This is an optimization exercise on Yosys and OpenROAD, whose aim is small area, a short achievable clock period and few clock cycles, not a production implementation. Function was checked by simulation only, so behaviour that the tests miss may differ from the original. Power figures rest on the tool's default switching activity, not on a simulated workload.

==> flow/design.v <==
module AMC(clk, rst, ascii_in, ready, valid, result);
input clk;
input rst;
input ready;
input [7:0] ascii_in;
output reg valid;
output [6:0] result;
wire [7:0] a = ascii_in;
reg  [6:0] A, Ta, C;
reg  [4:0] Tb;
reg        ph;        
reg        f;         
reg  [6:0] p;         
reg  [6:0] sA0, sC0, sA1, sC1, sA2;
reg        qo;        
reg        qs;        
reg        qc;        
reg        qr;        
wire       ptop = qc ? p[1] : p[0];
wire [6:0] Ae   = qr ? sA0 : (qc ? 7'd0 : A);
wire [6:0] Ce   = qr ? sC0 : C;
wire [6:0] T    = Ta + {Tb, 2'b00};
wire [6:0] S    = Ae + T;
wire [6:0] negC = -Ce;
wire [6:0] Ta2  = {Ta[5:0], 1'b0};
wire [6:0] Ta3  = Ta + Ta2;
wire go  = ~valid;
wire g0  = go & ~ph;                  
wire g1x = go & ph;                   
wire o_open = ~a[6] & ~a[4];
wire g1  = g0 & ~a[1] & ((~a[6] & (a[0] | ~a[4])) | (a[6] & ~a[0]));
wire g2  = g0 & ((~a[6] & a[1] & ~a[0]) | (a[6] & ~a[1] & a[0]));
wire g3  = g0 & ((~a[6] & a[1] & a[0]) | (a[6] & a[1] & ~a[0]));
wire h1  = g0 & ~a[6] & ~a[3] & a[2];
wire h2  = g0 & ((~a[6] & a[3] & a[4]) | (a[6] & ~a[2] & ~(a[1] & a[0])));
wire h3  = g0 & a[6] & (a[2] | (a[1] & a[0]));
wire tm  = g1x & ~a[0];               
wire tp  = g1x & a[0] & a[1];         
wire tn  = g1x & a[0] & a[2];         
wire tc  = g1x & a[0] & ~a[1] & ~a[2];    
wire is_eq = g1x & a[4];
wire as  = g1x & a[0] & (a[1] | a[2]);    
wire pop = tc & ptop;
wire ah  = (g0 & ~qs) | tm | tc;
wire [6:0] Ta_n = ({7{g1}} & Ta) | ({7{g2}} & Ta2) | ({7{g3}} & Ta3) |
                  ({7{tm}} & T) | ({7{tp}} & Ce) | ({7{tn}} & negC) |
                  ({7{tc}} & S) | {6'd0, valid};
wire [4:0] Tb_n = ({5{h1}} & Ta[4:0]) | ({5{h2}} & Ta2[4:0]) | ({5{h3}} & Ta3[4:0]);
wire [6:0] A_n  = ({7{as}} & S) | ({7{ah}} & Ae);
wire [6:0] C_n  = ({7{qs}} & Ta) | ({7{~qs & go}} & Ce) |
                  {6'd0, valid};
always @(posedge clk or posedge rst) begin
    if (rst) begin
        valid <= 1'b0;
        A <= 7'd0;
        Ta <= 7'd1;
        Tb <= 5'd0;
        C <= 7'd1;
        ph <= 1'b0;
        f <= 1'b1;
        qo <= 1'b0;
        qs <= 1'b0;
        qc <= 1'b0;
        qr <= 1'b0;
    end
    else begin
        valid <= is_eq;
        ph <= go & (ph ? a[0] & ~a[1] & ~a[2] : ~o_open);
        A <= A_n;
        Ta <= Ta_n;
        Tb <= Tb_n;
        C <= C_n;
        f <= valid | (~ph & o_open);
        qo <= g0 & o_open;
        qs <= g0 & o_open & ~f;
        qc <= tc;
        qr <= pop;
    end
end
always @(posedge clk) begin
    if (qs) begin
        sA0 <= A;  sC0 <= C;
        sA1 <= sA0; sC1 <= sC0;
        sA2 <= sA1;
    end
    else if (qr) begin
        sA0 <= sA1; sC0 <= sC1;
        sA1 <= sA2; sC1 <= 7'd1;
    end
    if (qo)
        p <= {p[5:0], qs};
    else if (qc)
        p <= {1'b0, p[6:1]};
end
assign result = A;
endmodule
Settings: LEC_CHECK=0, CAP_MARGIN=20, CORE_MARGIN=2, CORE_UTILIZATION=65, PLACE_DENSITY=0.75, SLEW_MARGIN=20; clock period 10.0 ns.
standard.sh (not shown) runs the stock make flow with config.mk's settings and CLKGATE_MAP_FILE= SYNTH_SCRIPT=/design/flow/synth_recipe.tcl, a recipe that flattens the netlist after the stock synthesis.
==> flow/flow/run.sh <==
#!/bin/bash
# The standard layout (standard synthesis unchanged), with:
#  - a tighter setup repair target, so the resizer works on the real
#    critical paths (the SDC and its clock period are not changed);
#  - no buffer removal by the repair, so every port keeps its buffer;
#  - port buffers of a plain buffer cell;
#  - a clock tree of clkbuf_8 without dummy loads;
set -euo pipefail
bash standard.sh \
  SETUP_SLACK_MARGIN=7.05 \
  SKIP_BUFFER_REMOVAL=1 \
  "BUFFER_PORTS_ARGS=-buffer_cell sky130_fd_sc_hd__buf_4" \
  "CTS_ARGS=-sink_clustering_enable -repair_clock_nets -dont_use_dummy_load -buf_list sky130_fd_sc_hd__clkbuf_8" \
  finish > standard_flow.log 2>&1
Testbench counts at the start, summed over its fixed seeds: cycles 23,394.
Change:
--- a/flow/design.v
+++ b/flow/design.v
@@ -27,13 +27,15 @@
 wire go  = ~valid;
 wire g0  = go & ~ph;                  
 wire g1x = go & ph;                   
-wire o_open = ~a[6] & ~a[4];
-wire g1  = g0 & ~a[1] & ((~a[6] & (a[0] | ~a[4])) | (a[6] & ~a[0]));
-wire g2  = g0 & ((~a[6] & a[1] & ~a[0]) | (a[6] & ~a[1] & a[0]));
-wire g3  = g0 & ((~a[6] & a[1] & a[0]) | (a[6] & a[1] & ~a[0]));
-wire h1  = g0 & ~a[6] & ~a[3] & a[2];
-wire h2  = g0 & ((~a[6] & a[3] & a[4]) | (a[6] & ~a[2] & ~(a[1] & a[0])));
-wire h3  = g0 & a[6] & (a[2] | (a[1] & a[0]));
+wire o_open = ~a[4] & a[3];
+wire x04 = ~(a[0] ^ a[4]);
+wire g1  = g0 & ~a[1] & x04;          
+wire g2  = g0 & ~x04 & (a[1] ^ a[0]);     
+wire g3  = g0 & a[1] & x04;           
+wire h1  = g0 & a[4] & ~a[3] & a[2];                      
+wire h2  = g0 & ((a[4] & a[3]) |                          
+                 (~a[4] & ~a[3] & ~a[2] & ~(a[1] & a[0])));   
+wire h3  = g0 & ~a[4] & ~a[3] & (a[2] | (a[1] & a[0]));   
 wire tm  = g1x & ~a[0];               
 wire tp  = g1x & a[0] & a[1];         
 wire tn  = g1x & a[0] & a[2];         
@@ -54,13 +56,9 @@
         valid <= 1'b0;
         A <= 7'd0;
         Ta <= 7'd1;
-        Tb <= 5'd0;
         C <= 7'd1;
         ph <= 1'b0;
         f <= 1'b1;
-        qo <= 1'b0;
-        qs <= 1'b0;
-        qc <= 1'b0;
         qr <= 1'b0;
     end
     else begin
@@ -68,14 +66,16 @@
         ph <= go & (ph ? a[0] & ~a[1] & ~a[2] : ~o_open);
         A <= A_n;
         Ta <= Ta_n;
-        Tb <= Tb_n;
         C <= C_n;
         f <= valid | (~ph & o_open);
-        qo <= g0 & o_open;
-        qs <= g0 & o_open & ~f;
-        qc <= tc;
         qr <= pop;
     end
+end
+always @(posedge clk) begin
+    Tb <= Tb_n;
+    qo <= g0 & o_open;
+    qs <= g0 & o_open & ~f;
+    qc <= tc;
 end
 always @(posedge clk) begin
     if (qs) begin
=> Worst setup slack improves by 24 ps; total power decreases by 1.1%; area after synthesis decreases by 2.1%; cell count decreases by 1.4%; sequential power increases by about 2%; clock-buffer cell count stays the same; routed wire length decreases by 12%; final area decreases by 4.4%.
Testbench counts after the change, summed over its fixed seeds: cycles 23,394.

-- static timing again, ports no longer ideal --
Ports are ideal in the flow. The routed layouts listed here were re-timed in OpenROAD.
Step 1, drivers: a clkbuf_16 drives clk and a buf_2 each remaining input, both assumed.
Step 2, shift: input delay + t, output delay - t, t = (earliest + latest rising clock arrival at the registers) / 2. This alone moves slack from input paths to output paths.
Slacks: ideal ports / drivers / drivers and shift; pairs: ideal ports / drivers.
run	shift t [ns]	slack for setup (ns)	hold WS [ns]	latest minus earliest clock arrival (ns)	worst data-port slew with drivers (ns)
the first run	0.373	7.022 / 7.006 / 6.633	0.450 / 0.450 / 0.450	0.025 / 0.026	0.06
the second run	0.370	7.046 / 7.049 / 6.683	0.451 / 0.451 / 0.451	0.015 / 0.016	0.04
After both steps every run listed still meets setup and hold. The setup slack of the first run, which loses most, moves by -0.016 ns with the drivers and by -0.389 ns with both steps.
